From an optimization exercise on the open Yosys and OpenROAD flow, aimed at small area; shortcuts taken in it are not production practice.
Only simulation tests tie the RTL to the original design; equivalence was not proved.
The clock port is modelled as an ideal driver, which makes a skipped or thinned clock tree look cheaper than it is; a real chip needs a root buffer or a tree.

## slotmachine
module slotmachine(
	input        MAX10_CLK1_50,
	output [7:0] HEX0,
	output [7:0] HEX1,
	output [7:0] HEX2,
	input  [1:0] KEY,
	input  [0:0] SW
);
wire clk = MAX10_CLK1_50;
reg rst;
wire adv;
reg [1:0] p;
always @(posedge clk) rst <= ~SW[0] | (rst & ~p[1]);
reg [8:0] kq;
wire [8:0] kc = kq ^ 9'd170;
wire kev = ((kc & 9'd477) == 9'd477);    
wire [8:0] kn = (rst | kev) ? 9'd503 : {kc[7:0], ~(kc[8] ^ kc[4])};    
always @(posedge clk) kq <= kn ^ 9'd170;
reg [9:0] tq;
wire [9:0] tc = tq ^ 10'd682;
wire tick = ((tc & 10'd893) == 10'd877);    
wire [9:0] tn = (rst | tick) ? 10'd878 : {tc[8:0], ~(tc[9] ^ tc[6])};    
always @(posedge clk) tq <= tn ^ 10'd682;
reg [9:0] Lq;
wire [9:0] L = Lq ^ 10'd682;
wire [9:0] Ln = rst ? 10'd0 : {L[8:0], ~(L[9] ^ L[8])};
always @(posedge clk) Lq <= Ln ^ 10'd682;
reg sf, pf;
always @(posedge clk)
	if (rst) sf <= 1'b0;
	else if (kev) sf <= ~KEY[0];
always @(posedge clk)
	if (kev) pf <= ~KEY[1];
reg [2:0] st;
reg [13:0] lq;
wire [13:0] lo = lq ^ 14'd10922;
wire wrap = ((lo & 14'd15103) == 14'd8416);    
wire idle = (st == 3'b000), run = (st == 3'b001), sx = (st == 3'b011), s0 = (st == 3'b010);
wire s1 = (st == 3'b110), s2 = (st == 3'b111);
wire hold = ~st[1] & ~st[2];
wire [13:0] lon = hold ? 14'd8416 : {lo[12:8], lo[7] & ~wrap, lo[6:0], ~(lo[13] ^ lo[12])};
always @(posedge clk) lq <= lon ^ 14'd10922;
wire [2:0] stn;
assign stn[0] = (idle & sf) | run | (s1 & wrap) | s2;
assign stn[1] = (run & pf) | sx | s0 | s1 | (s2 & ~wrap);
assign stn[2] = (s0 & wrap) | s1 | s2;
always @(posedge clk) st <= rst ? 3'b000 : stn;
assign adv = tick & ~idle;
wire en0 = tick & (run | sx | s0);
wire en1 = tick & (run | sx | s0 | s1);
wire en2 = tick & (run | sx | s0 | s1 | s2);
always @(posedge clk)
	if (~SW[0]) p <= 2'd0;
	else if (rst | adv) p <= {p[0], ~p[0] & ~p[1]};
wire [2:0] sl0 = L[2:0], sl1 = L[5:3], sl2 = L[8:6];
wire c0 = ~p[0] & ~p[1], c1 = p[0], c2 = p[1];
wire nr = ~rst;
wire [2:0] g0 = {c2, c1, c0} & {3{en0 & nr}}, g1 = {c2, c1, c0} & {3{en1 & nr}}, g2 = {c2, c1, c0} & {3{en2 & nr}};
wire h0 = ~en0 & nr, h1 = ~en1 & nr, h2 = ~en2 & nr;
  ...
For scale: roughly 220 cells after synthesis, roughly 60 flip-flops, about 28 I/O pins.
==> flow/config.mk <==
export PLATFORM = sky130hd
export DESIGN_NAME = slotmachine
export DESIGN_NICKNAME = slotmachine
export VERILOG_FILES = /design/flow/design.v
export SDC_FILE = /design/flow/constraint.sdc
export NUM_CORES = 4
export LEC_CHECK = 0
export CAP_MARGIN = 20
export CORE_MARGIN = 2
export CORE_UTILIZATION = 60
export SLEW_MARGIN = 20
==> flow/constraint.sdc <==
create_clock -name core_clock -period 10.0 [get_ports {MAX10_CLK1_50}]
set_input_delay 2.0000 -clock core_clock [delete_from_list [all_inputs] [get_ports {MAX10_CLK1_50}]]
set_output_delay 2.0000 -clock core_clock [all_outputs]
set_load 0.01 [all_outputs]
standard.sh (not shown) runs the stock make flow with config.mk's settings and CLKGATE_MAP_FILE= SYNTH_SCRIPT=/design/flow/synth_recipe.tcl, a recipe that flattens the netlist after the stock synthesis.
==> flow/flow/run.sh <==
#!/bin/bash
# The standard layout (standard.sh) with three changes:
#  - synthesis uses flow/my_synth.tcl: the standard script, but ABC is run
#    with each area-oriented script in flow/abc/ and the smallest mapping is
#    kept; no adder extraction;
#  - the port buffers are the smallest buffer cell;
#  - the clock tree is built by flow/manual_cts.tcl (hooked in as
#    PRE_CTS_TCL, it replaces clock_tree_synthesis): the clock port drives
#    MY_CTS_NBUF clock buffers, each driving the flip-flops of one
#    placement cluster; ORFS's CTS step does the rest as usual (legalizing,
#    timing repair).
set -euo pipefail
W=$PWD
export MY_ABC_DIR=$W/flow/abc
export BUFFER_PORTS_ARGS="-buffer_cell sky130_fd_sc_hd__buf_1"
export PRE_CTS_TCL=$W/flow/manual_cts.tcl
export MY_CLK_PORT=MAX10_CLK1_50
export MY_CTS_NBUF=2
export MY_CTS_BUF=sky130_fd_sc_hd__clkbuf_16
export CTS_ARGS="-sink_clustering_enable -repair_clock_nets -dont_use_dummy_load -sink_clustering_size 20 -sink_clustering_max_diameter 100 -buf_list {sky130_fd_sc_hd__clkbuf_2 sky130_fd_sc_hd__clkbuf_4}"
sed -e "s#SYNTH_SCRIPT=[^ ]*#SYNTH_SCRIPT=$W/flow/my_synth.tcl ADDER_MAP_FILE=#" standard.sh > my_standard.sh
bash my_standard.sh > standard.log 2>&1
Other scripts of this flow, unchanged in this note and not shown: flow/flow/abc/a1.abc, flow/flow/abc/a2.abc, flow/flow/abc/a3.abc, flow/flow/abc/a4.abc, flow/flow/abc/a5.abc, flow/flow/abc/a6.abc, flow/flow/abc/b11.abc, flow/flow/abc/b19.abc, flow/flow/abc/b27.abc, flow/flow/abc/b3.abc, flow/flow/abc/b42.abc, flow/flow/abc/b5.abc, flow/flow/abc/b77.abc, flow/flow/manual_cts.tcl, flow/flow/my_synth.tcl
Change:
==> flow/flow/abc/b1.abc (new file) <==
&get -n
&st
&deepsyn -T 20 -S 1
&dch -f
&nf -R 1000 -p -a
&put
==> flow/flow/abc/b10.abc (new file) <==
&get -n
&st
&deepsyn -T 20 -S 10
&dch -f
&nf -R 1000 -p -a
&put
==> flow/flow/abc/b12.abc (new file) <==
&get -n
&st
&deepsyn -T 20 -S 12
&dch -f
&nf -R 1000 -p -a
&put
==> flow/flow/abc/b2.abc (new file) <==
&get -n
&st
&deepsyn -T 20 -S 2
&dch -f
&nf -R 1000 -p -a
&put
==> flow/flow/abc/b4.abc (new file) <==
&get -n
&st
&deepsyn -T 20 -S 4
&dch -f
&nf -R 1000 -p -a
&put
==> flow/flow/abc/b6.abc (new file) <==
&get -n
&st
&deepsyn -T 20 -S 6
&dch -f
&nf -R 1000 -p -a
&put
==> flow/flow/abc/b8.abc (new file) <==
&get -n
&st
&deepsyn -T 20 -S 8
&dch -f
&nf -R 1000 -p -a
&put
==> flow/flow/abc/b9.abc (new file) <==
&get -n
&st
&deepsyn -T 20 -S 9
&dch -f
&nf -R 1000 -p -a
&put
==> flow/flow/abc/d31.abc (new file) <==
&get -n
&st
&deepsyn -T 40 -S 31
&dch -f
&nf -R 1000 -p -a
&put
==> flow/flow/abc/d63.abc (new file) <==
&get -n
&st
&deepsyn -T 40 -S 63
&dch -f
&nf -R 1000 -p -a
&put
Design area does not change.
Die area is unchanged.
Register-to-register slack stays flat.
No run of this note takes its clock network from TritonCTS; it comes from the design's own scripts or RTL.

==> separate check: timing with driven ports <==
No port has a modelled driver above. Below, the same layouts with a new extraction and two added sets of constraints. Step 1: set_driving_cell puts a clkbuf_16 on MAX10_CLK1_50 and a buf_2 on each other input, an assumption about the parent block. Step 2 times the ports against the registers' clock, not the clock port: input delays grow and output delays shrink by t, the midpoint of the rising clock arrivals with the driver on. Three values: ideal ports, drivers, drivers and shift; two values: the first two.
run	t, ns	slack for setup (ns)	cell pins on the clock port's net
the first run	0.206	6.309 / 6.264 / 6.470	2
the second run	0.206	6.309 / 6.264 / 6.470	2
After both steps setup and hold are still met in every run listed.
